Background: an optimization exercise with open tools, aiming at small area. Do not read the settings as production practice.
RTL that was checked went through simulation tests only; none was proved equivalent to the original.
For runs 1 and 3 to 5, only the layout was checked, not whether the RTL still works.
No activity file was given, so power comes from the tool's default toggle rates.

`flow/flow/abc.script`:
```
strash
dch
amap
topo
stime -c
upsize -c
dnsize -c
```
`flow/design.v`:
```
`timescale 1ns / 1ps
module cpu8(
	input clk,
	input rst,                  
	output [7:0] imem_addr,     
	input [15:0] imem_data,     
	output [7:0] dmem_addr,
	output [7:0] dmem_wdata,
	output dmem_we,
	input [7:0] dmem_rdata,     
	input [7:0] dip,            
	output [7:0] result         
	);
wire [15:0] i = imem_data;
wire       msb = i[15];
wire [3:0] a1  = i[14:11];
wire [4:0] lo  = i[10:6];       
wire [2:0] in1 = i[5:3];
wire [2:0] in2 = i[2:0];
wire [2:0] ls  = i[10:8];
wire [7:0] imm = i[7:0];
wire a1_0 = (a1 == 4'd0);
wire a1_6 = (a1 == 4'd6);
wire a1_8 = (a1 == 4'd8);
wire a1_9 = (a1 == 4'd9);
wire ldsel = a1_6 | (a1 == 4'd7) | a1_9;
wire isLoad  = msb & ldsel;
wire isStore = msb & a1_8;
wire isJump  = msb & ~a1[3] & ~(a1[2] & a1[1]);
wire [31:0] lod = 32'd1 << lo;
wire [31:0] opd = a1_0 ? lod : 32'd0;
wire op_196  = a1_6 & lod[4];
wire sel_sum = opd[1] | opd[3] | opd[15] | opd[16];
wire sel_p   = opd[4] | opd[5] | opd[8] | opd[18];
wire sel_g   = opd[2] | opd[4];
wire sel_b   = opd[6];
wire sel_d1  = opd[20] | op_196;
wire sel_sh  = opd[9] | opd[10] | opd[11] | opd[12] | opd[13] | opd[14];
wire op_shr  = opd[9] | opd[10];
wire op_shl  = opd[11] | opd[12];
wire op_rot  = opd[13] | opd[14];
wire known   = opd[0] | sel_sum | sel_p | sel_g | sel_b | sel_d1 | sel_sh;
wire sel_3   = ~known;
wire rw = ldsel | (opd[1] | opd[2] | opd[3] | opd[4] | opd[5] | opd[6] | opd[8]
                   | sel_sh | opd[15] | opd[16] | opd[20]);
reg [7:0] r [0:7];
wire [7:0] sa = 8'd1 << in1;
wire [7:0] sb = a1[3] ? (8'd1 << ls) : (8'd1 << in2);
reg [7:0] d1, rb;
integer j;
always @(*) begin
	d1 = 8'd0; rb = 8'd0;
	for (j = 0; j < 8; j = j + 1) begin
		d1 = d1 | ({8{sa[j]}} & r[j]);
		rb = rb | ({8{sb[j]}} & r[j]);
	end
end
wire use_b = ~lo[3] & (~lo[4] | lo[2]);
wire inv_b = (lo[4] & ~lo[1]) | (lo[0] & lo[1] & ~lo[2]) | (lo[3] & ~lo[0]);
wire cin   = lo[1] | lo[2];
wire [7:0] b = ({8{use_b}} & rb) ^ {8{inv_b}};
wire [7:0] p = d1 ^ b;
wire [7:0] g = d1 & b;
wire [8:0] sum = {1'b0, d1} + {1'b0, b} + {8'd0, cin};
wire [2:0] n = in2;
wire right = op_shr | opd[14];
wire [2:0] k = right ? (3'd0 - n) : n;
wire [7:0] s1 = k[0] ? {d1[6:0], d1[7]}   : d1;
wire [7:0] s2 = k[1] ? {s1[5:0], s1[7:6]} : s1;
wire [7:0] rot = k[2] ? {s2[3:0], s2[7:4]} : s2;
wire [7:0] th = 8'hff << n;                  
wire [7:0] thr = {th[0], th[1], th[2], th[3], th[4], th[5], th[6], th[7]};
wire [7:0] mask = ~({8{op_shl}} & ~th) & ~({8{op_shr}} & ~thr);
wire [7:0] shres = rot & mask;
wire [7:0] res = ({8{sel_sum}} & sum[7:0]) | ({8{sel_p}} & p) | ({8{sel_g}} & g)
               | ({8{sel_b}} & rb) | ({8{sel_d1}} & d1) | ({8{sel_sh}} & shres)
               | {6'd0, sel_3, sel_3};
assign result = res;
reg fz, fc, fs, fo;
wire nz = (n != 3'd0);
wire setzs = sel_sum | opd[2] | opd[4] | opd[5] | sel_sh | opd[20];
wire zn = opd[20] ? (&p) : (res == 8'd0);
wire sn = opd[20] ? sum[7] : res[7];
reg cn, on;
always @(*) begin
	cn = fc; on = fo;
	if (opd[1] | opd[15]) begin cn = sum[8];  on = sum[8]; end
	if (opd[16])          begin cn = ~sum[8]; on = ~sum[8]; end
	if (opd[3] | opd[20]) begin on = fc; end
	if (opd[2] | opd[4] | opd[5]) begin cn = 1'b0; on = 1'b0; end
	if (op_shr)           begin cn = nz & rot[7]; on = res[7] ^ d1[7]; end
	if (op_shl)           begin cn = nz & rot[0]; on = res[7] ^ d1[7]; end
	if (op_rot)           begin cn = res[7]; on = d1[7]; end
end
always @(posedge clk) begin
	if (rst) begin
		fz <= 1'b0; fc <= 1'b0; fs <= 1'b0; fo <= 1'b0;
	end else begin
		if (setzs) begin fz <= zn; fs <= sn; end
		fc <= cn; fo <= on;
	end
end
wire [2:0] wa = isLoad ? ls : in1;
wire [7:0] wd = isLoad ? (a1_6 ? imm : a1_9 ? dip : dmem_rdata) : res;
always @(posedge clk) begin
	if (rst) begin
		r[0] <= 8'd4; r[1] <= 8'd9; r[2] <= 8'd11; r[3] <= 8'd3;
		r[4] <= 8'd3; r[5] <= 8'd5; r[6] <= 8'd6; r[7] <= 8'd7;
	end else if (rw) begin
		r[wa] <= wd;
	end
end
reg [7:0] pc;
reg take;
always @(*) begin
	case (a1[2:0])
	3'd0: take = fz;
	3'd1: take = fc;
	3'd2: take = ~fc & ~fz;
	3'd3: take = fs ^ fo;
	3'd4: take = ~(fs ^ fo) & ~fz;
	default: take = 1'b1;
	endcase
end
always @(posedge clk) begin
	if (rst)                 pc <= 8'd0;
	else if (isJump & take)  pc <= imm;
	else                     pc <= pc + 8'd1;
end
assign imem_addr = pc;
assign dmem_addr = imm;
assign dmem_wdata = rb;
assign dmem_we = isStore;
endmodule
```
`flow/constraint.sdc`:
```
create_clock -name core_clock -period 7.0 [get_ports {clk}]
set_input_delay 1.4000 -clock core_clock [delete_from_list [all_inputs] [get_ports {clk}]]
set_output_delay 1.4000 -clock core_clock [all_outputs]
set_load 0.01 [all_outputs]
```
`flow/flow/run.sh`:
```
#!/bin/bash
# Standard ORFS layout with two changes: an area-oriented ABC mapping
# script (flow/abc.script) and minimum-size port buffers.
set -uo pipefail
rm -rf scripts_mod
cp -r "$FLOW_HOME/scripts" scripts_mod
cp flow/abc.script scripts_mod/abc_area.script
bash standard.sh SCRIPTS_DIR="$PWD/scripts_mod" ABC_AREA=1 \
  "BUFFER_PORTS_ARGS=-buffer_cell sky130_fd_sc_hd__buf_1" finish > standard.log 2>&1
```
`flow/standard.sh`:
```
#!/bin/bash
# synth_recipe.tcl (not shown) runs the flow's synth.tcl, then flattens the netlist and writes it again
# the make line also repeats each setting of config.mk as NAME=value (left out here)
make -C /OpenROAD-flow-scripts/flow DESIGN_CONFIG=/design/flow/config.mk WORK_HOME=/design/flow/orfs CLKGATE_MAP_FILE= SYNTH_SCRIPT=/design/flow/synth_recipe.tcl "${@:-finish}"
```
`flow/config.mk`:
```
export PLATFORM = sky130hd
export DESIGN_NAME = cpu8
export DESIGN_NICKNAME = cpu8
export VERILOG_FILES = /design/flow/design.v
export SDC_FILE = /design/flow/constraint.sdc
export NUM_CORES = 4
export LEC_CHECK = 0
export ABC_AREA = 1
export CAP_MARGIN = 20
export CORE_MARGIN = 2
export CORE_UTILIZATION = 40
export GPL_TIMING_DRIVEN = 0
export SLEW_MARGIN = 20
```
==> out/qor.txt, run 1 <==
=====================================================================================
Status                                                                   complete, no violations
Antenna violations before repair                                                    0
Path depth of the worst reg2reg path                                               16
Final-report setup violation count                                                  0
H-tree lvl count                                                                    3
Clock-pin slew of the registers on the worst-case setup and hold paths        0.06 ns
List of cells traversed by the critical path                             buf_2, inv_2, o22ai_4, buf_4, or3_4, o22ai_2, nor4b_4, nor2_1, o21ai_2, fa_1, clkinv_1, fa_1, o21ai_1, a21oi_2, o31ai_2, clkinv_1, o221ai_2, o2111ai_2, buf_1
Final worst-path cycle share                                                   96.61%
Rows                                                                               43
Transition time at the pin with the least slew margin                        1.145 ns
Type of element launching the critical path                                 input pin
Total Nets Final                                                                  858
Worst setup slack before clock tree synthesis                              -0.9925 ns
Final ANT Viol Nets                                                                 0
Pins over their slew limit                                                          0
Area overhead of the layout relative to synthesis                              19.28%
Routed vias/inst                                                                6.038
Total DRC errors in the routed layout                                               0
Max stage delay on crit path                                                  0.47 ns
Register-to-register setup slack                                              2.50 ns
Largest net degree at the start of global routing                                  17
Number of CTS-inserted buffers                                                      9
Required time reported for the critical path endpoint                         5.60 ns
Proportion of layout cells with a drive suffix above 1                         14.99%
Initial detailed-routing violation count                                          627
Sum of overflow across all layers after global routing                              0
Worst supply voltage drop on vdd                                            0.1401 mV
Number of distinct library cells after synthesis                                   57
Source of the critical timing path                                       imem_data[0]
Max frequency                                                               147.9 MHz
Unrepaired setup endpoints after global routing                                 false
Horizontal die dimension                                                     123.4 µm
Power density over the cells                                             197.9 nW/µm²
Clock tree skew after final layout                                        0.006888 ns
Max clock buf depth                                                                 2
Clock tree from TritonCTS                                                        done
Cell with the largest stage delay on the worst path                              fa_1
Type of destination of the critical path                                  output port
Fin crit period                                                              6.763 ns
Fraction of the yosys area taken by sequential cells                           37.94%
Clock root cell                                                             clkbuf_16
Die outline area                                                            15220 µm²
Number of detailed-routing iterations run before antenna repair                     5
Post-detailed-placement half-perimeter wirelength                            17060 µm
Area of the mapped netlist                                                   5699 µm²
Initial Util                                                                   41.06%
Number of vias after detailed routing                                            6002
Least setup slack across all paths after layout                             0.2371 ns
Async set-or-reset flop fraction in the synthesized netlist                        0%
Flip-flop and latch count after synthesis                                          76
Slew margin rel.                                                               22.99%
Core area                                                                   13880 µm²
Average wire length per cell after detail routing                            22.24 µm
Total wire length after detailed routing                                     22100 µm
Vias in the first global route                                                   5620
Routability congestion estimate                                                0.9711
Endpoint of the lowest-slack register-to-register path                   r[7][4]$_SDFFCE_PN0P_
Synthesized Nets                                                                  770
Worst setup endpoint                                                        result[6]
Post-Synthesis Cells                                                              721
Leakage Power                                                                2.226 nW
Critical register-to-register path startpoint                            r[2][0]$_SDFFCE_PN1P_
ANT cells                                                                           0
Global Route met2 Usage                                                        48.32%
Min Hold Slack                                                              0.4978 ns
First-pass GRT wire length                                                   32520 µm
Insertion delay of the later-clocked pin in the worst-skew pair               0.35 ns
Post-synth EDFFs                                                                   64
Port buffer count                                                                  66
Final Core Density                                                             48.97%
Critical Path Fanout Max                                                           12
Global-route layer with the greatest usage                                       met2
GR Layer Usage met1                                                            36.64%
Classification of the worst setup path                                      in -> out
Leading register cell type out of synthesis                                  edfxtp_1
DIE HEIGHT                                                                   123.4 µm
Avg Cell Area, Syn                                                          7.905 µm²
Number of sinks driven by the clock tree                                           76
Cts hold-fix bufs                                                                   0
Kind of path behind the tightest hold check                                reg -> reg
Boundary pin count                                                                 67
Critical path data arrival time                                               5.36 ns
Max-cap violations                                                                  0
Number of failing hold endpoints at the final stage                                 0
Met3 track demand over resource                                                5.489%
Number of warnings printed during yosys synthesis                                   1
GRT Total Usage                                                                29.37%
=====================================================================================
[kinds of logic after synthesis]
group           count (synthesis)  share of synthesized area (%)
compound gates                209                          25.31
xor+xnor                        1                         0.1537
fa+ha+maj                      15                          3.557
buf+inv                       151                          10.52
flops                          76                          37.94
simple gates                  269                          22.52
[synthesized netlist by cell type, types with 2 or more instances]
| cell type | number | area, µm² |
|---|---|---|
| clkinv_1 | 123 | 461.7 |
| nor2_1 | 113 | 424.2 |
| o22ai_1 | 86 | 538.0 |
| nand2_1 | 79 | 296.5 |
| edfxtp_1 | 64 | 1922 |
| o21ai_0 | 31 | 155.2 |
| a21oi_1 | 19 | 95.09 |
| inv_2 | 16 | 60.06 |
| nand3_1 | 16 | 80.08 |
| nor3_1 | 15 | 75.07 |
| ha_1 | 13 | 162.7 |
| dfxtp_1 | 12 | 240.2 |
| a221oi_1 | 9 | 78.83 |
| nor4_1 | 9 | 56.30 |
| o22a_1 | 9 | 78.83 |
| buf_4 | 8 | 60.06 |
| o221ai_1 | 8 | 70.07 |
| a32oi_1 | 7 | 61.31 |
| o22ai_2 | 6 | 75.07 |
| nor3_2 | 5 | 50.05 |
| nor4_2 | 5 | 62.56 |
| or3_1 | 5 | 31.28 |
| a22oi_1 | 4 | 30.03 |
| o31ai_1 | 4 | 30.03 |
| a2111oi_0 | 3 | 26.28 |
| a211oi_1 | 3 | 22.52 |
| a31oi_1 | 3 | 18.77 |
| inv_1 | 3 | 11.26 |
| nand4_1 | 3 | 18.77 |
| nor2_2 | 3 | 18.77 |
| nor2b_1 | 3 | 18.77 |
| o2111ai_1 | 3 | 26.28 |
| o21ai_2 | 3 | 26.28 |
| or3_4 | 3 | 33.78 |
| fa_1 | 2 | 40.04 |
| o311ai_0 | 2 | 17.52 |
[metal layers]
metal	share of wire (%)	wire [µm]
met1	41	8968
met2	48	10680
met3	6.6	1456
met4	4.5	1004
met5	0	0
[metrics by stage]
step                      cell area [µm²]  power [W]  TNS (ns)  std cells
after floorplan                      5699  0.0007324         0        721
after CTS                            6646   0.001324         0        987
after global routing                 6798   0.001393         0        994
final                                6798   0.001346         0        994
after global placement               6172  0.0008380    -18.43        967
after detailed placement             6217  0.0008452    -9.657        968
[cell type report]
cell class / instances / area, µm²
clock buffers: 9 / 225.2
flip-flops and latches: 76 / 2162
clock inverters: 7 / 75.07
multi-input cells: 494 / 3164
plain buffers: 8 / 60.06
fillers: 1405 / 7083
repair buffers: 77 / 341.6
inverters: 143 / 544.3
well taps: 180 / 225.2
[layout by cell type (no fill, tap or decap), types with 12 or more instances in the layout]
cell type	Yosys	final
o22ai_1	86	77
buf_1	0	59
buf_4	8	19
a21oi_1	19	17
dfxtp_1	12	12
inv_2	16	17
clkinv_1	123	123
o21ai_0	31	26
nand3_1	16	13
ha_1	13	13
edfxtp_1	64	64
o22ai_2	6	12
nor3_1	15	15
nor2_1	113	113
nand2_1	79	79
[how the worst min path moves through the flow]
stage / from / to / slack [ns] / cells past startpoint
2_1_floorplan: fz$_SDFFE_PP0P_ / fz$_SDFFE_PP0P_ / 0.44 / 2
3_5_place_dp: fz$_SDFFE_PP0P_ / fz$_SDFFE_PP0P_ / 0.49 / 2
5_1_grt: fz$_SDFFE_PP0P_ / fz$_SDFFE_PP0P_ / 0.52 / 2
3_3_place_gp: fz$_SDFFE_PP0P_ / fz$_SDFFE_PP0P_ / 0.48 / 2
4_1_cts: fz$_SDFFE_PP0P_ / fz$_SDFFE_PP0P_ / 0.50 / 2
6_report: fz$_SDFFE_PP0P_ / fz$_SDFFE_PP0P_ / 0.50 / 2
[worst max-delay path: cells and delay by family]
family | cells | cell delay, ns
AO/OA/AOI/OAI | 8 | 1.54
buffers and inverters | 6 | 0.98
AND/OR/NAND/NOR | 3 | 0.73
adder cells (fa/ha/maj) | 2 | 0.71
[state kept, by name, indices dropped and copies added (netlist names)]
signal / count
pc: 8
fc: 1
fs: 1
r: 64
fo: 1
fz: 1
[report_power, final]
part | internal, W | switching, W
sequential | 0.000511 | 0.0000111
combinational | 0.000112 | 0.000237
clock | 0.000278 | 0.000197
[what timing repair did]
item,in CTS,in global routing
setup buffers,3,7
pin swaps,4,4
setup endpoints to repair,11,7
resized for setup,26,21
==> run 2, diff against run 1 <==
--- a/flow/design.v
+++ b/flow/design.v
@@ -44,16 +44,8 @@
 wire rw = ldsel | (opd[1] | opd[2] | opd[3] | opd[4] | opd[5] | opd[6] | opd[8]
                    | sel_sh | opd[15] | opd[16] | opd[20]);
-reg [7:0] r [0:7];
-wire [7:0] sa = 8'd1 << in1;
-wire [7:0] sb = a1[3] ? (8'd1 << ls) : (8'd1 << in2);
-reg [7:0] d1, rb;
-integer j;
-always @(*) begin
-	d1 = 8'd0; rb = 8'd0;
-	for (j = 0; j < 8; j = j + 1) begin
-		d1 = d1 | ({8{sa[j]}} & r[j]);
-		rb = rb | ({8{sb[j]}} & r[j]);
-	end
-end
+reg [63:0] rf;                  
+wire [2:0] rbad = a1[3] ? ls : in2;
+wire [7:0] d1 = rf[8*in1 +: 8];
+wire [7:0] rb = rf[8*rbad +: 8];
 wire use_b = ~lo[3] & (~lo[4] | lo[2]);
 wire inv_b = (lo[4] & ~lo[1]) | (lo[0] & lo[1] & ~lo[2]) | (lo[3] & ~lo[0]);
@@ -80,6 +72,7 @@
 wire nz = (n != 3'd0);
 wire setzs = sel_sum | opd[2] | opd[4] | opd[5] | sel_sh | opd[20];
-wire zn = opd[20] ? (&p) : (res == 8'd0);
-wire sn = opd[20] ? sum[7] : res[7];
+wire [7:0] zsrc = opd[20] ? sum[7:0] : res;
+wire zn = (zsrc == 8'd0);
+wire sn = zsrc[7];
 reg cn, on;
 always @(*) begin
@@ -103,12 +96,15 @@
 wire [2:0] wa = isLoad ? ls : in1;
 wire [7:0] wd = isLoad ? (a1_6 ? imm : a1_9 ? dip : dmem_rdata) : res;
-always @(posedge clk) begin
-	if (rst) begin
-		r[0] <= 8'd4; r[1] <= 8'd9; r[2] <= 8'd11; r[3] <= 8'd3;
-		r[4] <= 8'd3; r[5] <= 8'd5; r[6] <= 8'd6; r[7] <= 8'd7;
-	end else if (rw) begin
-		r[wa] <= wd;
+wire [63:0] init = {8'd7, 8'd6, 8'd5, 8'd3, 8'd3, 8'd11, 8'd9, 8'd4};
+wire [7:0] wd0 = wd & ~{8{rst}};
+wire [7:0] wd1 = wd | {8{rst}};
+wire [7:0] wsel = 8'd1 << wa;
+genvar wk, bb;
+generate for (wk = 0; wk < 8; wk = wk + 1) begin : wr
+	wire en = rst | (rw & wsel[wk]);
+	for (bb = 0; bb < 8; bb = bb + 1) begin : bt
+		always @(posedge clk) if (en) rf[8*wk+bb] <= init[8*wk+bb] ? wd1[bb] : wd0[bb];
 	end
-end
+end endgenerate
 reg [7:0] pc;
 reg take;
==> flow/flow/run.sh (replaced) <==
#!/bin/bash
# Standard ORFS layout with two changes: an area-oriented ABC mapping
# script (flow/abc.script) and minimum-size port buffers.
set -uo pipefail
rm -rf scripts_mod
cp -r "$FLOW_HOME/scripts" scripts_mod
cp flow/abc.script scripts_mod/abc_area.script
bash standard.sh SCRIPTS_DIR="$PWD/scripts_mod" ABC_AREA=1 ADDER_MAP_FILE= \
  "BUFFER_PORTS_ARGS=-buffer_cell sky130_fd_sc_hd__buf_1" "CTS_ARGS=-sink_clustering_enable -repair_clock_nets -buf_list sky130_fd_sc_hd__clkbuf_8 -dont_use_dummy_load" finish > standard.log 2>&1
==> flow/flow/abc.script (replaced) <==
strash
dch
amap
==> run 2 against run 1 <==
Global-route usage fell by 0.98 points; non-clock buffer count rose by 13; power fell by 14%; worst setup slack got worse by 0.087 ns; flip-flop and latch count did not move; count of clock-buffer cells in the layout did not move; largest cell class unchanged.
==> out/qor.txt, run 2 <==
=====================================================================================
Power density over the cells                                             188.5 nW/µm²   was 197.9 nW/µm²
Most frequent cell after synthesis                                             nor2_1   was clkinv_1
Transition time at the pin with the least slew margin                        1.123 ns   was 1.145 ns
Area of the mapped netlist                                                   5091 µm²   was 5699 µm²
Initial Util                                                                   40.67%   was 41.06%
Antenna violations before repair                                                    0   unchanged
Type of element launching the critical path                                 input pin   unchanged
Number of failing hold endpoints at the final stage                                 0   unchanged
Least setup slack across all paths after layout                             0.1497 ns   was 0.2371 ns
Proportion of netlist area held by the largest area contributor                37.75%   was 33.72%
GRT Total Usage                                                                28.39%   was 29.37%
Port buffer count                                                                  66   unchanged
First-pass GRT wire length                                                   28540 µm   was 32520 µm
Insertion delay of the later-clocked pin in the worst-skew pair               0.36 ns   was 0.35 ns
Clock root cell                                                              clkbuf_8   was clkbuf_16
Final-report setup violation count                                                  0   unchanged
Top cells by area, synth                                                 edfxtp_1 (38%), o22ai_1 (9.1%), nor2_1 (6.9%)   was edfxtp_1 (34%), o22ai_1 (9.4%), clkinv_1 (8.1%)
Leading register cell type out of synthesis                                  edfxtp_1   unchanged
Fraction of the yosys area taken by sequential cells                           42.47%   was 37.94%
Worst setup slack before clock tree synthesis                               -2.249 ns   was -0.9925 ns
Average wire length per cell after detail routing                            22.23 µm   was 22.24 µm
Clock-pin slew of the registers on the worst-case setup and hold paths        0.06 ns   about the same
Most numerous cell types in the synthesized netlist                      nor2_1 (94), o22ai_1 (74), edfxtp_1 (64), clkinv_1 (58), nand2_1 (39)   was clkinv_1 (123), nor2_1 (113), o22ai_1 (86), nand2_1 (79), edfxtp_1 (64)
Routability congestion estimate                                                0.9372   was 0.9711
Number of vias after detailed routing                                            5611   was 6002
Number of distinct library cells after synthesis                                   38   was 57
ANT cells                                                                           0   unchanged
Post-synth EDFFs                                                                   64   unchanged
Total DRC errors in the routed layout                                               0   unchanged
Post-detailed-placement half-perimeter wirelength                            13350 µm   was 17060 µm
Flip-flop and latch count after synthesis                                          76   unchanged
Worst supply voltage drop on vdd                                            0.1200 mV   was 0.1401 mV
Number of sinks driven by the clock tree                                           76   unchanged
Sum of overflow across all layers after global routing                              0   unchanged
Max-cap violations                                                                  0   unchanged
Die outline area                                                            13650 µm²   was 15220 µm²
Number of warnings printed during yosys synthesis                                   1   unchanged
Max stage delay on crit path                                                  0.68 ns   was 0.47 ns
Register containing the most flip-flops in the final layout                        rf   was r
Pins over their slew limit                                                          0   unchanged
Clock tree from TritonCTS                                                        done   unchanged
Synthesized Nets                                                                  626   was 770
Final ANT Viol Nets                                                                 0   unchanged
Critical path data arrival time                                               5.45 ns   was 5.36 ns
Proportion of layout cells with a drive suffix above 1                         11.98%   was 14.99%
H-tree lvl count                                                                    3   unchanged
Final worst-path cycle share                                                   97.86%   was 96.61%
Total Nets Final                                                                  729   was 858
Post-Synthesis Cells                                                              592   was 721
Max frequency                                                               146.0 MHz   was 147.9 MHz
Rows                                                                               41   was 43
Number of detailed-routing iterations run before antenna repair                     6   was 5
Area overhead of the layout relative to synthesis                              20.67%   was 19.28%
Flip-flop count of the largest register after layout                               64   unchanged
Avg Cell Area, Syn                                                          8.600 µm²   was 7.905 µm²
Cell with the largest stage delay on the worst path                          clkinv_1   was fa_1
Classification of the worst setup path                                      in -> out   unchanged
Area leader, netlist                                                         edfxtp_1   unchanged
Number of CTS-inserted buffers                                                      9   unchanged
List of cells traversed by the critical path                             buf_1, clkinv_1, a21oi_1, a21oi_2, nor2_1, a21o_1, nor2_1, nor2_1, nor2_1, nor2_1, nor2_2, nor2_1, nor3_1, a211oi_2, o31ai_2, nor2_1, a21oi_2, o21ai_2, clkbuf_2   was buf_2, inv_2, o22ai_4, buf_4, or3_4, o22ai_2, nor4b_4, nor2_1, o21ai_2, fa_1, clkinv_1, fa_1, o21ai_1, a21oi_2, o31ai_2, clkinv_1, o221ai_2, o2111ai_2, buf_1
Registers with the most flip-flops                                       rf x64, pc x8   was r x64, pc x8
Required time reported for the critical path endpoint                         5.60 ns   about the same
Post-layout total power                                                    0.001158 W   was 0.001346 W
Number of fill cells in the layout                                               1259   was 1405
Leakage Power                                                                1.986 nW   was 2.226 nW
Status                                                                   complete, no violations   unchanged
Fin crit period                                                              6.850 ns   was 6.763 ns
Leading cell types in the layout, fill and taps excluded                 nor2_1 (93), o22ai_1 (69), edfxtp_1 (64), buf_1 (57), clkinv_1 (49)   was clkinv_1 (123), nor2_1 (113), nand2_1 (79), o22ai_1 (77), edfxtp_1 (64)
Type of destination of the critical path                                  output port   unchanged
Most common cell after layout, fill and taps aside                             nor2_1   was clkinv_1
Vias in the first global route                                                   5028   was 5620
Boundary pin count                                                                 67   unchanged
Largest net degree at the start of global routing                                  36   was 17
Routed vias/inst                                                                6.487   was 6.038
Horizontal die dimension                                                     116.8 µm   was 123.4 µm
Most used cell, CP                                                             nor2_1
Async set-or-reset flop fraction in the synthesized netlist                        0%   unchanged
Kind of path behind the tightest hold check                                reg -> reg   unchanged
Max clock buf depth                                                                 2   unchanged
Slew margin rel.                                                               25.13%   was 22.99%
DIE HEIGHT                                                                   116.8 µm   was 123.4 µm
Core area                                                                   12520 µm²   was 13880 µm²
Final Core Density                                                             49.08%   was 48.97%
Initial detailed-routing violation count                                          730   was 627
Clock tree skew after final layout                                        0.007741 ns   was 0.006888 ns
Total wire length after detailed routing                                     19230 µm   was 22100 µm
Critical Path Fanout Max                                                           11   was 12
=====================================================================================
## run 2: cell count changes after synthesis, sizes merged, moves of 13 or more
cell / before / now
a21oi: 19 / 33
a22oi: 4 / 37
clkinv: 123 / 58
ha: 13 / 0
inv: 20 / 0
nand2: 79 / 39
nand3: 17 / 2
nor2: 117 / 94
o22ai: 92 / 74
## run 2: routing by layer
metal | share of wire [%] | wire length, µm | vias up | GRT usage [%]
li1 | - | - | 2592 | -
met1 | 42 | 8064 | 2627 | 39.97
met2 | 45 | 8674 | 352 | 44.08
met3 | 11 | 2023 | 40 | 6.385
met4 | 2.4 | 467 | 0 | 8.392
met5 | 0 | 0 | - | 0
## run 2: final cells by class
cell class | instances | area (µm²) | share of cell area (%)
Multi-Input combinational cell | 451 | 2839 | 46.21
Sequential cell | 76 | 2162 | 35.19
Timing Repair Buffer | 90 | 471.7 | 7.678
Inverter | 58 | 262.8 | 4.277
Tap cell | 172 | 215.2 | 3.503
Clock buffer | 9 | 123.9 | 2.016
Buffer | 8 | 60.06 | 0.9776
Timing Repair inverter | 1 | 8.758 | 0.1426
## run 2: logic make-up after synthesis
group | synth area share, %
AND/OR/NAND/NOR | 15.75
buffers and inverters | 5.456
AO/OA/AOI/OAI | 36.32
flip-flops | 42.47
## run 2: repair_timing
action	in CTS	in global routing
hold buffers	0	0
resized for setup	31	26
endpoints found under the hold margin	0	0
setup buffers	5	10
gates cloned	2	0
endpoints found under the setup margin	60	9
pin swaps	3	5
## run 2: worst paths after layout
path                            cells past startpoint          endpoint  slack [ns]             start
worst max-delay path                               19         result[7]        0.15      imem_data[5]
worst min-delay path                                2   fs$_SDFFE_PP0P_        0.49   fs$_SDFFE_PP0P_
worst max register to register                     22  rf[31]$_DFFE_PP_        2.45  rf[32]$_DFFE_PP_
worst min register to register                      2   fs$_SDFFE_PP0P_        0.49   fs$_SDFFE_PP0P_
## run 2: where the power goes
part           internal, W  total, W  leakage, nW  switching (W)
combinational     0.000123  0.000365         1.17       0.000242
sequential        0.000523  0.000540        0.749      0.0000165
clock             0.000115  0.000254       0.0647       0.000139
## run 2: per-stage QoR
step | cell area (µm²) | instances | hold slack (ns) | TNS [ns]
after global placement | 5575 | 830 | 0.4835 | -68.03
after detailed placement | 5665 | 839 | 0.4786 | -69.85
after global routing | 6143 | 865 | 0.5238 | -0.02296
after CTS | 5996 | 855 | 0.4899 | 0
after floorplan | 5112 | 592 | 0.4429 | 0
final | 6143 | 865 | 0.4851 | 0
## run 2: critical path: cells and delay by family
kind	cells	cell delay [ns]
AND/OR/NAND/NOR	9	1.14
buffers and inverters	3	1.46
AO/OA/AOI/OAI	7	1.44
==> run 3, diff against run 2 <==
--- a/flow/design.v
+++ b/flow/design.v
@@ -75,15 +75,12 @@
 wire zn = (zsrc == 8'd0);
 wire sn = zsrc[7];
-reg cn, on;
-always @(*) begin
-	cn = fc; on = fo;
-	if (opd[1] | opd[15]) begin cn = sum[8];  on = sum[8]; end
-	if (opd[16])          begin cn = ~sum[8]; on = ~sum[8]; end
-	if (opd[3] | opd[20]) begin on = fc; end
-	if (opd[2] | opd[4] | opd[5]) begin cn = 1'b0; on = 1'b0; end
-	if (op_shr)           begin cn = nz & rot[7]; on = res[7] ^ d1[7]; end
-	if (op_shl)           begin cn = nz & rot[0]; on = res[7] ^ d1[7]; end
-	if (op_rot)           begin cn = res[7]; on = d1[7]; end
-end
+wire c_add = opd[1] | opd[15];       
+wire c_dec = opd[16];                
+wire c_keep = ~(c_add | c_dec | opd[2] | opd[4] | opd[5] | op_shr | op_shl | op_rot);
+wire cn = (c_add & sum[8]) | (c_dec & ~sum[8]) | (c_keep & fc)
+        | (op_shr & nz & rot[7]) | (op_shl & nz & rot[0]) | (op_rot & res[7]);
+wire o_keep = ~(c_add | c_dec | opd[3] | opd[20] | opd[2] | opd[4] | opd[5] | op_shr | op_shl | op_rot);
+wire on = (c_add & sum[8]) | (c_dec & ~sum[8]) | ((opd[3] | opd[20]) & fc) | (o_keep & fo)
+        | ((op_shr | op_shl) & (res[7] ^ d1[7])) | (op_rot & d1[7]);
 always @(posedge clk) begin
 	if (rst) begin
==> run 3 against run 2 <==
Design area decreased by 0.65%; sequential share of layout area up 0.23 points; critical endpoint is now result[6]; global-route usage is 1.3 points lower; still clean; cell count fell by 0.23%; non-clock buffer count down 4; clock skew increased by 0.0081 ns; core utilization fell by 0.32 points; first-iteration DRC count decreased by 2.3%.
==> out/qor.txt, run 3 <==
=====================================================================================
Status                                                                   complete, no violations   unchanged
Classification of the worst setup path                                      in -> out   unchanged
Fin crit period                                                              6.808 ns   was 6.850 ns
Placed cell count                                                                 846   was 839
H-tree lvl count                                                                    3   unchanged
Synthesized Nets                                                                  630   was 626
Flip-flop and latch count after synthesis                                          76   unchanged
Switching power as a share of total power                                      34.84%   was 34.29%
Cell Int Power                                                            0.0007711 W   was 0.0007609 W
Max-cap violations                                                                  0   unchanged
Power density over the cells                                             193.9 nW/µm²   was 188.5 nW/µm²
First-pass GRT wire length                                                   27480 µm   was 28540 µm
Routability congestion estimate                                                0.9459   was 0.9372
Max stage delay on crit path                                                  0.67 ns   was 0.68 ns
Post-Synthesis Cells                                                              596   was 592
Max frequency                                                               146.9 MHz   was 146.0 MHz
Avg Cell Area, Syn                                                          8.530 µm²   was 8.600 µm²
List of cells traversed by the critical path                             buf_1, clkinv_1, a21oi_1, a21oi_1, nor2_1, clkinv_1, nand2_1, nor2_1, nor2_1, nor2_1, nor2_1, clkinv_1, a41oi_2, a21oi_1, a2111o_1, buf_1   was buf_1, clkinv_1, a21oi_1, a21oi_2, nor2_1, a21o_1, nor2_1, nor2_1, nor2_1, nor2_1, nor2_2, nor2_1, nor3_1, a211oi_2, o31ai_2, nor2_1, a21oi_2, o21ai_2, clkbuf_2
Transition time at the pin with the least slew margin                        1.140 ns   was 1.123 ns
Number of vias after detailed routing                                            5593   was 5611
Total wire length after detailed routing                                     18520 µm   was 19230 µm
Async set-or-reset flop fraction in the synthesized netlist                        0%   unchanged
Boundary pin count                                                                 67   unchanged
Unrepaired setup endpoints after global routing                                  true
Most common cell after layout, fill and taps aside                             nor2_1   unchanged
Fraction of the yosys area taken by sequential cells                           42.53%   was 42.47%
Number of CTS-inserted buffers                                                      9   unchanged
Required time reported for the critical path endpoint                         5.60 ns   about the same
Most numerous cell types in the synthesized netlist                      nor2_1 (101), o22ai_1 (77), edfxtp_1 (64), clkinv_1 (63), nand2_1 (42)   was nor2_1 (94), o22ai_1 (74), edfxtp_1 (64), clkinv_1 (58), nand2_1 (39)
Critical Path Fanout Max                                                           11   unchanged
Critical register-to-register path startpoint                            rf[16]$_DFFE_PP_   was rf[32]$_DFFE_PP_
Area leader, netlist                                                         edfxtp_1   unchanged
Die outline area                                                            13630 µm²   was 13650 µm²
Clock tree skew after final layout                                         0.01585 ns   was 0.007741 ns
Initial detailed-routing violation count                                          713   was 730
Number of distinct library cells after synthesis                                   40   was 38
Type of destination of the critical path                                  output port   unchanged
Register containing the most flip-flops in the final layout                        rf   unchanged
Power share of the combinational group                                          32.3%   was 31.5%
Total Nets Final                                                                  727   was 729
GRT Total Usage                                                                27.12%   was 28.39%
Leading register cell type out of synthesis                                  edfxtp_1   unchanged
Source of the critical timing path                                       imem_data[5]   unchanged
Clock root cell                                                              clkbuf_8   unchanged
Final worst-path cycle share                                                   97.25%   was 97.86%
Number of detailed-routing iterations run before antenna repair                     6   unchanged
Type of element launching the critical path                                 input pin   unchanged
Antenna violations before repair                                                    0   unchanged
DIE HEIGHT                                                                   116.7 µm   was 116.8 µm
Horizontal die dimension                                                     116.7 µm   was 116.8 µm
Most frequent cell after synthesis                                             nor2_1   unchanged
Post-detailed-placement cell area                                            5693 µm²   was 5665 µm²
Rows                                                                               41   unchanged
Registers with the most flip-flops                                       rf x64, pc x8   unchanged
Path depth of the worst reg2reg path                                               19   was 22
Insertion delay of the later-clocked pin in the worst-skew pair               0.36 ns   about the same
Largest net degree at the start of global routing                                  36   unchanged
Worst setup endpoint                                                        result[6]   was result[7]
Top cells by area, synth                                                 edfxtp_1 (38%), o22ai_1 (9.5%), nor2_1 (7.5%)   was edfxtp_1 (38%), o22ai_1 (9.1%), nor2_1 (6.9%)
Clock tree from TritonCTS                                                        done   unchanged
Core area                                                                   12520 µm²   unchanged
Number of failing hold endpoints at the final stage                                 0   unchanged
Leakage Power                                                                1.997 nW   was 1.986 nW
Max clock buf depth                                                                 2   unchanged
Count of non-filler cells in the finished layout                                  863   was 865
Routed vias/inst                                                                6.481   was 6.487
Area of the mapped netlist                                                   5084 µm²   was 5091 µm²
Critical path data arrival time                                               5.41 ns   was 5.45 ns
Cell with the largest stage delay on the worst path                          clkinv_1   unchanged
Proportion of layout cells with a drive suffix above 1                         11.00%   was 11.98%
Slew margin rel.                                                               23.39%   was 25.13%
Flip-flop count of the largest register after layout                               64   unchanged
Final-report setup violation count                                                  0   unchanged
Pins over their slew limit                                                          0   unchanged
Port buffer count                                                                  66   unchanged
Worst supply voltage drop on vdd                                            0.1074 mV   was 0.1200 mV
Vias in the first global route                                                   5094   was 5028
Number of sinks driven by the clock tree                                           76   unchanged
Post-synth EDFFs                                                                   64   unchanged
Clock-pin slew of the registers on the worst-case setup and hold paths        0.07 ns   was 0.06 ns
Area overhead of the layout relative to synthesis                              20.06%   was 20.67%
ANT cells                                                                           0   unchanged
Post-detailed-placement half-perimeter wirelength                            13410 µm   was 13350 µm
Sum of overflow across all layers after global routing                              0   unchanged
Initial Util                                                                   40.61%   was 40.67%
Total DRC errors in the routed layout                                               0   unchanged
Endpoint of the lowest-slack register-to-register path                   rf[6]$_DFFE_PP_   was rf[31]$_DFFE_PP_
Switching power of the nets                                               0.0004122 W   was 0.0003970 W
Proportion of netlist area held by the largest area contributor                37.80%   was 37.75%
Kind of path behind the tightest hold check                                reg -> reg   unchanged
Summed area of non-filler cells in the final layout                          6103 µm²   was 6143 µm²
Most used cell, CP                                                             nor2_1   unchanged
Sequential Power Share                                                          46.1%   was 46.6%
Register-to-register setup slack                                              2.98 ns   was 2.45 ns
Average wire length per cell after detail routing                            21.46 µm   was 22.23 µm
Final ANT Viol Nets                                                                 0   unchanged
Share of total power in the clock network                                       21.7%   was 21.9%
Leading cell types in the layout, fill and taps excluded                 nor2_1 (100), o22ai_1 (73), edfxtp_1 (64), buf_1 (61), clkinv_1 (53)   was nor2_1 (93), o22ai_1 (69), edfxtp_1 (64), buf_1 (57), clkinv_1 (49)
Number of warnings printed during yosys synthesis                                   1   unchanged
=====================================================================================
## run 3: cells by family after synthesis
kind of cell,after synthesis,share of synthesized area (%)
AND/OR/NAND/NOR,189,15.80
flip-flops,76,42.53
AO/OA/AOI/OAI,260,35.84
buffers and inverters,71,5.833
## run 3: how the worst min path moves through the flow
stage                          startpoint         endpoint  slack (ns)  cells after the start
after floorplan           fz$_SDFFE_PP0P_  fz$_SDFFE_PP0P_        0.46                      2
after global placement    fz$_SDFFE_PP0P_  fz$_SDFFE_PP0P_        0.49                      2
after detailed placement  fz$_SDFFE_PP0P_  fz$_SDFFE_PP0P_        0.49                      2
after CTS                 fz$_SDFFE_PP0P_  fz$_SDFFE_PP0P_        0.51                      2
after global routing      fz$_SDFFE_PP0P_  fz$_SDFFE_PP0P_        0.53                      2
final                     fz$_SDFFE_PP0P_  fz$_SDFFE_PP0P_        0.51                      2
## run 3: final cells by class
class	instances	area, µm²
Buffer	8	60.06
Timing Repair Buffer	86	449.2
Sequential cell	76	2162
Clock buffer	9	123.9
Multi-Input combinational cell	449	2823
Tap cell	172	215.2
Inverter	63	270.3
Fill cell	1234	6414
## run 3: timing repair
action / in CTS / in global routing
hold buffers: 0 / 0
endpoints found under the setup margin: 17 / 7
gates resized for setup: 26 / 22
pin swaps: 1 / 4
setup buffers: 1 / 7
gates cloned: 0 / 0
hold endpoints to repair: 0 / 0
## run 3: per-layer routing
layer	up-vias	track usage, %	wire length, µm
met5	-	0	0
met4	0	12.08	532
met3	49	4.567	1665
met2	330	41.89	8540
met1	2635	37.50	7784
li1	2579	-	-
## run 3: through the flow
step / setup slack (ns) / utilization, % / power [W] / TNS [ns] / hold slack, ns
floorplan: 0.02284 / - / 0.0007722 / 0 / 0.4599
global placement: -2.558 / 44.37 / 0.0008787 / -86.58 / 0.4859
detailed placement: -1.509 / 45.48 / 0.0008939 / -18.37 / 0.4913
CTS: 0.03700 / 47.42 / 0.001156 / 0 / 0.5077
global route: -0.04376 / 48.76 / 0.001242 / -0.04376 / 0.5263
finish: 0.1923 / 48.76 / 0.001183 / 0 / 0.5072
## run 3: worst max-delay path, delay by kind of cell
family	cells	cell delay, ns
buffers and inverters	5	1.65
AO/OA/AOI/OAI	5	1.43
AND/OR/NAND/NOR	6	0.90
## run 3: power by group through the flow
stage / clock (W) / sequential, W / combinational, W
4_1_cts: 0.000261 / 0.000544 / 0.000351
3_3_place_gp: 0 / 0.000552 / 0.000326
6_report: 0.000256 / 0.000545 / 0.000382
3_5_place_dp: 0 / 0.000554 / 0.000340
5_1_grt: 0.000281 / 0.000549 / 0.000413
2_1_floorplan: 0 / 0.000551 / 0.000221
==> run 4, diff against run 3 <==
==> flow/flow/abc.script (replaced) <==
strash
dch
amap
topo
stime -c
upsize -D 3000
dnsize -D 3000
==> run 4 against run 3 <==
Still clean; via count increased by 2.6%; synthesized cell count unchanged; clock power up 2%; global-route usage up 0.21 points; die area rose by 2.3%; worst setup slack improved by 0.082 ns; flip-flop and latch count did not move; count of clock-buffer cells in the layout unchanged; power is 0.77% higher; design area rose by 0.45%; critical endpoint unchanged.
==> out/qor.txt, run 4 <==
=====================================================================================
Status                                                                   complete, no violations   unchanged
Clock-pin slew of the registers on the worst-case setup and hold paths        0.06 ns   was 0.07 ns
Number of detailed-routing iterations run before antenna repair                     6   unchanged
Global Route met2 Usage                                                        40.70%   was 41.89%
Max stage delay on crit path                                                  0.50 ns   was 0.67 ns
Number of fill cells in the layout                                               1244   was 1234
Clock tree skew after final layout                                         0.01838 ns   was 0.01585 ns
Number of sinks driven by the clock tree                                           76   unchanged
GRT Total Usage                                                                27.33%   was 27.12%
Routed vias/inst                                                                6.614   was 6.481
Post-layout total power                                                    0.001192 W   was 0.001183 W
Number of failing hold endpoints at the final stage                                 0   unchanged
Initial Util                                                                   41.06%   was 40.61%
Post-synthesis simple-gate area fraction                                       15.90%   was 15.80%
Final worst-path cycle share                                                   96.08%   was 97.25%
Flip-flop count of the largest register after layout                               64   unchanged
Cell with the largest stage delay on the worst path                          a2111o_1   was clkinv_1
Horizontal die dimension                                                     118.0 µm   was 116.7 µm
Most frequent cell after synthesis                                             nor2_1   unchanged
Setup total negative slack                                                       0 ns   unchanged
Max frequency                                                               148.7 MHz   was 146.9 MHz
Proportion of synthesized area in mux cells                                        0%   unchanged
Rows                                                                               41   unchanged
Required time reported for the critical path endpoint                         5.60 ns   about the same
Sum of overflow across all layers after global routing                              0   unchanged
Worst setup endpoint                                                        result[6]   unchanged
Summed area of non-filler cells in the final layout                          6131 µm²   was 6103 µm²
Vias in the first global route                                                   5240   was 5094
Number of distinct library cells after synthesis                                   54   was 40
Post-detailed-placement cell area                                            5749 µm²   was 5693 µm²
Leakage Power                                                                2.043 nW   was 1.997 nW
Gate family responsible for the most delay along the worst path          compound AO/OA/AOI/OAI gates   was buffers and inverters
Power density over the cells                                             194.5 nW/µm²   was 193.9 nW/µm²
Avg Cell Area, Syn                                                          8.729 µm²   was 8.530 µm²
Transition time at the pin with the least slew margin                       0.9521 ns   was 1.140 ns
Most common cell after layout, fill and taps aside                             nor2_1   unchanged
Source of the critical timing path                                       imem_data[14]   was imem_data[5]
Total area of multi-input combinational cells                                2875 µm²   was 2823 µm²
Leading cell types in the layout, fill and taps excluded                 nor2_1 (97), o22ai_1 (73), edfxtp_1 (64), buf_1 (61), clkinv_1 (44)   was nor2_1 (100), o22ai_1 (73), edfxtp_1 (64), buf_1 (61), clkinv_1 (53)
Insertion delay of the later-clocked pin in the worst-skew pair               0.36 ns   about the same
Adder and majority gate portion of the synthesized area                            0%   unchanged
Critical register-to-register path startpoint                            rf[48]$_DFFE_PP_   was rf[16]$_DFFE_PP_
Critical Path Fanout Max                                                           12   was 11
H-tree lvl count                                                                    3   unchanged
Largest net degree at the start of global routing                                  36   unchanged
Final ANT Viol Nets                                                                 0   unchanged
Met3 track demand over resource                                                6.444%   was 4.567%
Leading register cell type out of synthesis                                  edfxtp_1   unchanged
Synthesized Nets                                                                  630   unchanged
Critical path data arrival time                                               5.33 ns   was 5.41 ns
Unrepaired setup endpoints after global routing                                 false   was true
Fraction of the yosys area taken by sequential cells                           41.56%   was 42.53%
Die outline area                                                            13930 µm²   was 13630 µm²
Post-detailed-placement half-perimeter wirelength                            13550 µm   was 13410 µm
GR Layer Usage met1                                                            37.47%   was 37.50%
Average wire length per cell after detail routing                            22.16 µm   was 21.46 µm
DIE HEIGHT                                                                   118.0 µm   was 116.7 µm
Path depth of the worst reg2reg path                                               20   was 19
Total DRC errors in the routed layout                                               0   unchanged
Classification of the worst setup path                                      in -> out   unchanged
Async set-or-reset flop fraction in the synthesized netlist                        0%   unchanged
Core area                                                                   12670 µm²   was 12520 µm²
Least setup slack across all paths after layout                             0.2741 ns   was 0.1923 ns
Type of element launching the critical path                                 input pin   unchanged
Proportion of netlist area held by the largest area contributor                36.94%   was 37.80%
Combinational family with the most area after synthesis                  compound AO/OA/AOI/OAI gates   unchanged
Boundary pin count                                                                 67   unchanged
Top cells by area, synth                                                 edfxtp_1 (37%), o22ai_1 (8.9%), nor2_1 (7.0%)   was edfxtp_1 (38%), o22ai_1 (9.5%), nor2_1 (7.5%)
Max clock buf depth                                                                 2   unchanged
ANT cells                                                                           0   unchanged
Flip-flop and latch count after synthesis                                          76   unchanged
Global-route layer with the greatest usage                                       met2   unchanged
Clock root cell                                                              clkbuf_8   unchanged
Clock tree from TritonCTS                                                        done   unchanged
Initial detailed-routing violation count                                          644   was 713
Most numerous cell types in the synthesized netlist                      nor2_1 (97), o22ai_1 (74), edfxtp_1 (64), clkinv_1 (46), nand2_1 (42)   was nor2_1 (101), o22ai_1 (77), edfxtp_1 (64), clkinv_1 (63), nand2_1 (42)
Post-synth EDFFs                                                                   64   unchanged
Buffering stage count on the worst path with inverters included                     8   was 5
First-pass GRT wire length                                                   29270 µm   was 27480 µm
List of cells traversed by the critical path                             clkbuf_4, inv_4, o22ai_4, buf_12, buf_4, buf_4, o22ai_1, a22o_1, o32ai_2, inv_2, nor2_1, nor2_1, a21oi_1, nor2_1, a21oi_1, clkinv_1, nor2_1, a221o_1, a41oi_2, nor2_1, a21oi_2, a2111o_1, buf_1   was buf_1, clkinv_1, a21oi_1, a21oi_1, nor2_1, clkinv_1, nand2_1, nor2_1, nor2_1, nor2_1, nor2_1, clkinv_1, a41oi_2, a21oi_1, a2111o_1, buf_1
Number of warnings printed during yosys synthesis                                   1   unchanged
Endpoint of the lowest-slack register-to-register path                   rf[12]$_DFFE_PP_   was rf[6]$_DFFE_PP_
Area leader, netlist                                                         edfxtp_1   unchanged
Number of vias after detailed routing                                            5741   was 5593
Type of destination of the critical path                                  output port   unchanged
Total wire length after detailed routing                                     19230 µm   was 18520 µm
Most used cell, CP                                                             nor2_1   unchanged
Proportion of layout cells with a drive suffix above 1                         13.51%   was 11.00%
Final-report setup violation count                                                  0   unchanged
Post-Synthesis Cells                                                              596   unchanged
Worst setup slack before clock tree synthesis                              -0.8830 ns   was -1.509 ns
Port buffer count                                                                  66   unchanged
Total number of cells along the worst setup path                                   23   was 16
Min Hold Slack                                                              0.5065 ns   was 0.5072 ns
Total Nets Final                                                                  732   was 727
Pins over their slew limit                                                          0   unchanged
Register area                                                                2162 µm²   unchanged
Register-to-register setup slack                                              3.02 ns   was 2.98 ns
Slew margin rel.                                                               36.53%   was 23.39%
Kind of path behind the tightest hold check                                reg -> reg   unchanged
Routability congestion estimate                                                0.9451   was 0.9459
Compound-Gate Fraction of Synth Area                                           36.65%   was 35.84%
Antenna violations before repair                                                    0   unchanged
Worst supply voltage drop on vdd                                            0.1080 mV   was 0.1074 mV
Register containing the most flip-flops in the final layout                        rf   unchanged
Max-cap violations                                                                  0   unchanged
Number of CTS-inserted buffers                                                      9   unchanged
Registers with the most flip-flops                                       rf x64, pc x8   unchanged
Area of the mapped netlist                                                   5202 µm²   was 5084 µm²
Fin crit period                                                              6.726 ns   was 6.808 ns
Area overhead of the layout relative to synthesis                              17.85%   was 20.06%
Xor and xnor fraction of the mapped netlist area                                   0%   unchanged
=====================================================================================
==> run 4: worst min path at each step <==
| stage | start | cells past startpoint | slack [ns] | endpoint |
|---|---|---|---|---|
| 3_3_place_gp | fz$_SDFFE_PP0P_ | 2 | 0.48 | fz$_SDFFE_PP0P_ |
| 3_5_place_dp | fz$_SDFFE_PP0P_ | 2 | 0.49 | fz$_SDFFE_PP0P_ |
| 6_report | fz$_SDFFE_PP0P_ | 2 | 0.51 | fz$_SDFFE_PP0P_ |
| 2_1_floorplan | fz$_SDFFE_PP0P_ | 2 | 0.46 | fz$_SDFFE_PP0P_ |
| 4_1_cts | fz$_SDFFE_PP0P_ | 2 | 0.51 | fz$_SDFFE_PP0P_ |
| 5_1_grt | fz$_SDFFE_PP0P_ | 2 | 0.55 | fz$_SDFFE_PP0P_ |
==> run 4: repair_timing <==
action	in CTS	in global routing
hold buffers	0	0
resized for setup	11	13
setup buffers	6	7
gates cloned	1	0
endpoints found under the setup margin	7	6
pin swaps	2	3
==> run 4: worst reg2reg max path, cell delays in order, from the launching register on <==
cell and delay, ns:
edfxtp_1 0.40, a221oi_1 0.40, o32ai_2 0.19, inv_1 0.10, nor2_1 0.05, nor2_1 0.10
a21oi_1 0.07, nor2_1 0.20, inv_1 0.08, nand2_1 0.12, nor2_2 0.06, nor2_2 0.16
nor2_1 0.09, nor2_1 0.15, inv_2 0.07, a31oi_1 0.20, nor2_1 0.06, a21oi_1 0.22
a221o_1 0.33, a22oi_1 0.13, nor2_1 0.50
==> run 4: area by class of cell <==
| class | count | area share, % |
|---|---|---|
| buffer | 8 | 0.9796 |
| clock buffer | 9 | 2.020 |
| inverter | 63 | 4.082 |
| multi-input combinational | 450 | 46.90 |
| sequential | 76 | 35.27 |
| tap | 172 | 3.510 |
| timing repair buffer | 90 | 7.245 |
==> run 4: cells by family (layout without fill, tap and decap cells) <==
kind of cell | count (synthesis) | count (layout)
AOI/OAI and AO/OA | 260 | 261
buffers and inverters | 71 | 170
DFF | 76 | 76
and+or+nand+nor | 189 | 189
==> run 4: per-layer routing <==
metal / part of all wire [%] / wire length, µm / vias to the layer above
met4: 4.7 / 900 / 0
met2: 44 / 8444 / 344
met5: 0 / 0 / -
met1: 42 / 8153 / 2728
met3: 9.0 / 1733 / 71
li1: - / - / 2598
==> run 4: power breakdown <==
part / total [W] / internal (W) / leakage (nW) / switching, W
combinational: 0.000389 / 0.000132 / 1.23 / 0.000256
clock: 0.000260 / 0.000115 / 0.0647 / 0.000145
sequential: 0.000544 / 0.000526 / 0.748 / 0.0000179
==> run 4: through the flow <==
stage / util [%] / cells
floorplan: - / 596
global placement: 44.71 / 834
detailed placement: 45.37 / 844
CTS: 47.45 / 860
global route: 48.39 / 868
finish: 48.39 / 868
==> run 5, diff against run 4 <==
==> flow/flow/abc.script (replaced) <==
strash
dch
amap
topo
stime -c
upsize -D 2500
dnsize -D 2500
==> run 5 against run 4 <==
Global-route usage stayed put; count of clock-buffer cells in the layout did not move; critical path depth did not move; sequential power hardly changed; area after synthesis stayed put; sequential share of layout area unchanged; first-iteration DRC count is the same; synthesized cell count unchanged; highest routed layer unchanged.
==> out/qor.txt, run 5 <==
=====================================================================================
Status                                                                   complete, no violations   unchanged
Most numerous cell types in the synthesized netlist                      nor2_1 (97), o22ai_1 (74), edfxtp_1 (64), clkinv_1 (46), nand2_1 (42)   unchanged
Least setup slack across all paths after layout                             0.2741 ns   unchanged
Area of the mapped netlist                                                   5202 µm²   unchanged
Number of detailed-routing iterations run before antenna repair                     6   unchanged
Fin crit period                                                              6.726 ns   unchanged
Final worst-path cycle share                                                   96.08%   unchanged
Avg Cell Area, Syn                                                          8.729 µm²   unchanged
Leading register cell type out of synthesis                                  edfxtp_1   unchanged
Number of distinct library cells after synthesis                                   54   unchanged
Path depth of the worst reg2reg path                                               20   unchanged
Pins over their slew limit                                                          0   unchanged
Proportion of layout cells with a drive suffix above 1                         13.51%   unchanged
Horizontal die dimension                                                     118.0 µm   unchanged
Number of fill cells in the layout                                               1244   unchanged
Type of element launching the critical path                                 input pin   unchanged
Clock-pin slew of the registers on the worst-case setup and hold paths        0.06 ns   about the same
Total wire length after detailed routing                                     19230 µm   unchanged
Final ANT Viol Nets                                                                 0   unchanged
Number of warnings printed during yosys synthesis                                   1   unchanged
Setup total negative slack                                                       0 ns   unchanged
Post-detailed-placement half-perimeter wirelength                            13550 µm   unchanged
Synthesized Nets                                                                  630   unchanged
Proportion of netlist area held by the largest area contributor                36.94%   unchanged
Leading cell types in the layout, fill and taps excluded                 nor2_1 (97), o22ai_1 (73), edfxtp_1 (64), buf_1 (61), clkinv_1 (44)   unchanged
Worst supply voltage drop on vdd                                            0.1080 mV   unchanged
Max-cap violations                                                                  0   unchanged
Clock tree skew after final layout                                         0.01838 ns   unchanged
Boundary pin count                                                                 67   unchanged
Final-report setup violation count                                                  0   unchanged
Power density over the cells                                             194.5 nW/µm²   unchanged
Unrepaired setup endpoints after global routing                                 false   unchanged
Critical register-to-register path startpoint                            rf[48]$_DFFE_PP_   unchanged
Required time reported for the critical path endpoint                         5.60 ns   about the same
Worst setup slack before clock tree synthesis                              -0.8830 ns   unchanged
Number of sinks driven by the clock tree                                           76   unchanged
Top cells by area, synth                                                 edfxtp_1 (37%), o22ai_1 (8.9%), nor2_1 (7.0%)   unchanged
Number of failing hold endpoints at the final stage                                 0   unchanged
Flip-flop count of the largest register after layout                               64   unchanged
Clock tree from TritonCTS                                                        done   unchanged
Area overhead of the layout relative to synthesis                              17.85%   unchanged
Critical Path Fanout Max                                                           12   unchanged
Area leader, netlist                                                         edfxtp_1   unchanged
Registers with the most flip-flops                                       rf x64, pc x8   unchanged
Die outline area                                                            13930 µm²   unchanged
Async set-or-reset flop fraction in the synthesized netlist                        0%   unchanged
Fraction of the yosys area taken by sequential cells                           41.56%   unchanged
Transition time at the pin with the least slew margin                       0.9521 ns   unchanged
Cts hold-fix bufs                                                                   0   unchanged
Number of vias after detailed routing                                            5741   unchanged
Worst setup endpoint                                                        result[6]   unchanged
Sum of overflow across all layers after global routing                              0   unchanged
Most common cell after layout, fill and taps aside                             nor2_1   unchanged
Antenna violations before repair                                                    0   unchanged
Vias in the first global route                                                   5240   unchanged
Flip-flop and latch count after synthesis                                          76   unchanged
H-tree lvl count                                                                    3   unchanged
Average wire length per cell after detail routing                            22.16 µm   unchanged
Max frequency                                                               148.7 MHz   unchanged
Register-to-register setup slack                                              3.02 ns   about the same
Largest net degree at the start of global routing                                  36   unchanged
Port buffer count                                                                  66   unchanged
Kind of path behind the tightest hold check                                reg -> reg   unchanged
Post-layout total power                                                    0.001192 W   unchanged
Post-synth EDFFs                                                                   64   unchanged
Core area                                                                   12670 µm²   unchanged
Leakage Power                                                                2.043 nW   unchanged
Endpoint of the lowest-slack register-to-register path                   rf[12]$_DFFE_PP_   unchanged
Critical path data arrival time                                               5.33 ns   about the same
Total DRC errors in the routed layout                                               0   unchanged
Max clock buf depth                                                                 2   unchanged
Register containing the most flip-flops in the final layout                        rf   unchanged
Rows                                                                               41   unchanged
Routed vias/inst                                                                6.614   unchanged
ANT cells                                                                           0   unchanged
Routability congestion estimate                                                0.9451   unchanged
Initial detailed-routing violation count                                          644   unchanged
Classification of the worst setup path                                      in -> out   unchanged
DIE HEIGHT                                                                   118.0 µm   unchanged
Source of the critical timing path                                       imem_data[14]   unchanged
Type of destination of the critical path                                  output port   unchanged
GRT Total Usage                                                                27.33%   unchanged
Slew margin rel.                                                               36.53%   unchanged
Initial Util                                                                   41.06%   unchanged
Number of CTS-inserted buffers                                                      9   unchanged
First-pass GRT wire length                                                   29270 µm   unchanged
Post-Synthesis Cells                                                              596   unchanged
Insertion delay of the later-clocked pin in the worst-skew pair               0.36 ns   about the same
Clock root cell                                                              clkbuf_8   unchanged
Total Nets Final                                                                  732   unchanged
Most frequent cell after synthesis                                             nor2_1   unchanged
=====================================================================================
run 5: area by class of cell:
cell class / count / area (µm²) / share of cell area (%)
buffer: 8 / 60.06 / 0.9796
clock buffer: 9 / 123.9 / 2.020
sequential: 76 / 2162 / 35.27
inverter: 63 / 250.2 / 4.082
tap: 172 / 215.2 / 3.510
timing repair buffer: 90 / 444.2 / 7.245
multi-input combinational: 450 / 2875 / 46.90
run 5: where the power goes:
group / switching, W / internal, W
Combinational: 0.000256 / 0.000132
Clock: 0.000145 / 0.000115
Sequential: 0.0000179 / 0.000526
run 5: cells by family after synthesis:
group / count (synthesis) / share of synthesized area, %
buf+inv: 71 / 5.892
simple gates: 189 / 15.90
compound gates: 260 / 36.65
flops: 76 / 41.56
run 5: per-layer routing:
| layer | vias up | track usage, % | part of all wire (%) |
|---|---|---|---|
| met5 | - | 0 | 0 |
| met4 | 0 | 12.80 | 4.7 |
| met3 | 71 | 6.444 | 9.0 |
| met2 | 344 | 40.70 | 44 |
| met1 | 2728 | 37.47 | 42 |
| li1 | 2598 | - | - |
run 5: worst min-delay path by stage:
stage | startpoint | to | slack [ns] | depth (start not counted)
detailed placement | fz$_SDFFE_PP0P_ | fz$_SDFFE_PP0P_ | 0.49 | 2
CTS | fz$_SDFFE_PP0P_ | fz$_SDFFE_PP0P_ | 0.51 | 2
finish | fz$_SDFFE_PP0P_ | fz$_SDFFE_PP0P_ | 0.51 | 2
global placement | fz$_SDFFE_PP0P_ | fz$_SDFFE_PP0P_ | 0.48 | 2
global route | fz$_SDFFE_PP0P_ | fz$_SDFFE_PP0P_ | 0.55 | 2
floorplan | fz$_SDFFE_PP0P_ | fz$_SDFFE_PP0P_ | 0.46 | 2
run 5: critical path, cell delays in order:
cell and delay (ns):
clkbuf_4 0.24, inv_4 0.14, o22ai_4 0.22, buf_12 0.17
buf_4 0.15, buf_4 0.11, o22ai_1 0.07, a22o_1 0.25
o32ai_2 0.21, inv_2 0.08, nor2_1 0.13, nor2_1 0.06
a21oi_1 0.15, nor2_1 0.11, a21oi_1 0.22, clkinv_1 0.21
nor2_1 0.24, a221o_1 0.21, a41oi_2 0.06, nor2_1 0.17
a21oi_2 0.05, a2111o_1 0.50, buf_1 0.16
run 5: per-stage QoR:
step           hold slack (ns)  utilization [%]  std cells  instance area, µm²
2_1_floorplan           0.4599                -        596                5202
3_3_place_gp            0.4830            44.71        834                5665
3_5_place_dp            0.4937            45.37        844                5749
4_1_cts                 0.5085            47.45        860                6012
5_1_grt                 0.5477            48.39        868                6131
6_report                0.5065            48.39        868                6131
run 5: repair_timing:
action	in CTS	in global routing
cloned	1	0
gates resized for setup	11	13
pin swaps	2	3
buffers inserted	6	7
setup endpoints to repair	7	6
==> run 6, diff against run 5 <==
--- a/flow/design.v
+++ b/flow/design.v
@@ -45,7 +45,7 @@
                    | sel_sh | opd[15] | opd[16] | opd[20]);
 reg [63:0] rf;                  
-wire [2:0] rbad = a1[3] ? ls : in2;
-wire [7:0] d1 = rf[8*in1 +: 8];
-wire [7:0] rb = rf[8*rbad +: 8];
+wire [2:0] raad = a1[3] ? ls : in1;
+wire [7:0] d1 = rf[8*raad +: 8];
+wire [7:0] rb = rf[8*in2 +: 8];
 wire use_b = ~lo[3] & (~lo[4] | lo[2]);
 wire inv_b = (lo[4] & ~lo[1]) | (lo[0] & lo[1] & ~lo[2]) | (lo[3] & ~lo[0]);
@@ -123,5 +123,5 @@
 assign imem_addr = pc;
 assign dmem_addr = imm;
-assign dmem_wdata = rb;
+assign dmem_wdata = d1;
 assign dmem_we = isStore;
 endmodule
==> flow/flow/abc.script (replaced) <==
strash
dch
amap
topo
stime -c
upsize -D 3000
dnsize -D 3000
==> run 6 against run 5 <==
Via count down 0.78%; non-clock buffer count decreased by 8; count of clock-buffer cells in the layout did not move; critical endpoint is now result[0]; die area shrank 0.49%; sequential share of layout area increased by 0.50 points; area after synthesis shrank 0.51%; register-to-register slack worse by 0.11 ns; still clean; global-route usage shrank 0.84 points; clock power down 3%; flip-flop and latch count did not move; power shrank 1.7%; critical path depth fell by 10.
==> out/qor.txt, run 6 <==
==============================================================================
Routed vias/inst                                                         6.701   was 6.614
Register-to-register setup slack                                       2.91 ns   was 3.02 ns
Number of fill cells in the layout                                        1240   was 1244
Final-report setup violation count                                           0   unchanged
Area overhead of the layout relative to synthesis                       16.78%   was 17.85%
Type of destination of the critical path                           output port   unchanged
Leading cell types in the layout, fill and taps excluded          nor2_1 (89), o22ai_1 (66), edfxtp_1 (64), buf_1 (62), a22oi_1 (46)   was nor2_1 (97), o22ai_1 (73), edfxtp_1 (64), buf_1 (61), clkinv_1 (44)
Total wire length after detailed routing                              19360 µm   was 19230 µm
List of cells traversed by the critical path                      buf_1, inv_2, o22ai_4, buf_12, inv_4, a221oi_1, o32ai_1, clkinv_1, o22ai_1, o22a_1, o22ai_1, o31ai_1, buf_1   was clkbuf_4, inv_4, o22ai_4, buf_12, buf_4, buf_4, o22ai_1, a22o_1, o32ai_2, inv_2, nor2_1, nor2_1, a21oi_1, nor2_1, a21oi_1, clkinv_1, nor2_1, a221o_1, a41oi_2, nor2_1, a21oi_2, a2111o_1, buf_1
Cell with the largest stage delay on the worst path                    o32ai_1   was a2111o_1
Number of sinks driven by the clock tree                                    76   unchanged
Max frequency                                                        147.8 MHz   was 148.7 MHz
Number of vias after detailed routing                                     5696   was 5741
Final Core Density                                                      47.90%   was 48.39%
First-pass GRT wire length                                            28670 µm   was 29270 µm
Register area                                                         2162 µm²   unchanged
Worst hold path depth                                                        2   unchanged
Proportion of netlist area held by the largest area contributor         37.13%   was 36.94%
Initial Util                                                            41.02%   was 41.06%
Min Hold Slack                                                       0.5130 ns   was 0.5065 ns
Number of detailed-routing iterations run before antenna repair              8   was 6
Rows                                                                        41   unchanged
Required time reported for the critical path endpoint                  5.60 ns   about the same
Least setup slack across all paths after layout                      0.2356 ns   was 0.2741 ns
Critical register-to-register path startpoint                     rf[35]$_DFFE_PP_   was rf[48]$_DFFE_PP_
Power density over the cells                                      194.0 nW/µm²   was 194.5 nW/µm²
Endpoint of the lowest-slack register-to-register path            rf[22]$_DFFE_PP_   was rf[12]$_DFFE_PP_
Most common cell after layout, fill and taps aside                      nor2_1   unchanged
Max stage delay on crit path                                           0.84 ns   was 0.50 ns
DIE HEIGHT                                                            117.8 µm   was 118.0 µm
Flip-flop count of the largest register after layout                        64   unchanged
GRT Total Usage                                                         26.49%   was 27.33%
Post-synth EDFFs                                                            64   unchanged
Sum of overflow across all layers after global routing                       0   unchanged
Total Nets Final                                                           714   was 732
Most frequent cell after synthesis                                      nor2_1   unchanged
Critical Path Fanout Max                                                    32   was 12
Boundary pin count                                                          67   unchanged
Cts hold-fix bufs                                                            0   unchanged
Area leader, netlist                                                  edfxtp_1   unchanged
Final worst-path cycle share                                            96.63%   was 96.08%
Fraction of the yosys area taken by sequential cells                    41.77%   was 41.56%
Status                                                            complete, no violations   unchanged
Proportion of layout cells with a drive suffix above 1                  11.95%   was 13.51%
Synthesized Nets                                                           620   was 630
Max-cap violations                                                           0   unchanged
Classification of the worst setup path                               in -> out   unchanged
Register containing the most flip-flops in the final layout                 rf   unchanged
ANT cells                                                                    0   unchanged
Worst setup slack before clock tree synthesis                       -0.8983 ns   was -0.8830 ns
Registers with the most flip-flops                                rf x64, pc x8   unchanged
Min-Delay Endpoint                                                fz$_SDFFE_PP0P_   unchanged
Total area of multi-input combinational cells                         2846 µm²   was 2875 µm²
Fin crit period                                                       6.764 ns   was 6.726 ns
Clock tree skew after final layout                                  0.01870 ns   was 0.01838 ns
Number of failing hold endpoints at the final stage                          0   unchanged
Initial detailed-routing violation count                                   622   was 644
Antenna violations before repair                                             0   unchanged
Vias in the first global route                                            5234   was 5240
Final ANT Viol Nets                                                          0   unchanged
Critical path data arrival time                                        5.36 ns   was 5.33 ns
Area of the mapped netlist                                            5176 µm²   was 5202 µm²
Buffering stage count on the worst path with inverters included              6   was 8
Leading register cell type out of synthesis                           edfxtp_1   unchanged
Flip-flop and latch count after synthesis                                   76   unchanged
Type of element launching the critical path                          input pin   unchanged
Clock tree from TritonCTS                                                 done   unchanged
Insertion delay of the later-clocked pin in the worst-skew pair        0.35 ns   was 0.36 ns
Largest net degree at the start of global routing                           44   was 36
Horizontal die dimension                                              117.8 µm   was 118.0 µm
Path depth of the worst reg2reg path                                        16   was 20
==============================================================================
run 6: final cells by class:
class,instances,share of cell area (%)
repair buffers,82,6.686
inverters,52,3.850
plain buffers,8,0.9936
flip-flops and latches,76,35.77
well taps,172,3.560
clock buffers,9,2.049
multi-input cells,451,47.09
run 6: logic make-up (layout without fill, tap and decap cells):
group,after synthesis,in the layout,share of synthesized area (%)
compound gates,270,271,37.47
flops,76,76,41.77
simple gates,180,180,15.28
buf+inv,60,151,5.487
run 6: per-layer routing:
layer	wire length [µm]	track usage (%)	part of all wire, %	vias up
li1	-	-	-	2584
met1	8333	36.24	43	2711
met2	8473	40.48	44	351
met3	1738	5.281	9.0	50
met4	812	12.05	4.2	0
met5	0	0	0	-
run 6: report_power, final:
| part | internal [W] | switching, W |
|---|---|---|
| registers | 0.000523 | 0.0000170 |
| logic | 0.000124 | 0.000256 |
| clock network | 0.000115 | 0.000138 |
run 6: worst max-delay path by stage:
stage                   from         to  slack [ns]  cells past startpoint
6_report        imem_data[8]  result[0]        0.24                     13
4_1_cts        imem_data[14]  result[1]        0.02                     15
3_3_place_gp   imem_data[14]  result[6]       -0.89                     16
2_1_floorplan  imem_data[14]  result[6]        0.89                     14
5_1_grt        imem_data[14]  result[1]       -0.02                     15
3_5_place_dp   imem_data[14]  result[6]       -0.90                     16
run 6: timing repair:
action                                  in CTS  in global routing
setup buffers                                5                  3
gates cloned                                 1                  0
pin swaps                                    2                  0
gates resized for setup                     11                 13
endpoints found under the setup margin       8                  8
run 6: worst min-delay path, cell delays in order, from the launching register on:
cell and delay, ns:
dfxtp_1 0.34, a21oi_1 0.07, nor2_1 0.08
run 6: stage by stage:
step,cells,area [µm²]
2_1_floorplan,586,5176
3_3_place_gp,824,5639
3_5_place_dp,832,5720
4_1_cts,847,5954
5_1_grt,850,6045
6_report,850,6045

==> re-timing with driven ports <==
How much do the figures lean on ideal ports? The routed layouts below were timed once more, with nothing changed but the port constraints.
Step 1 sets driving cells, clkbuf_16 on the clock port and buf_2 on the other inputs (assumed; they add their load-dependent delay and slew).
Step 2 times the ports against the registers' clock, not the clock port: input delays grow and output delays shrink by t, the midpoint of the rising clock arrivals with the driver on.
Three values: ideal, step 1, step 2; two values: the first two.
run	t, ns	setup WS [ns]
run 1	0.389	0.237 / 0.217 / 0.217
run 2	0.385	0.150 / 0.124 / 0.124
run 3	0.385	0.192 / 0.167 / 0.167
run 4	0.388	0.274 / 0.252 / 0.252
run 5	0.388	0.274 / 0.252 / 0.252
run 6	0.368	0.236 / 0.214 / 0.214
After both steps setup and hold are still met in every run listed.
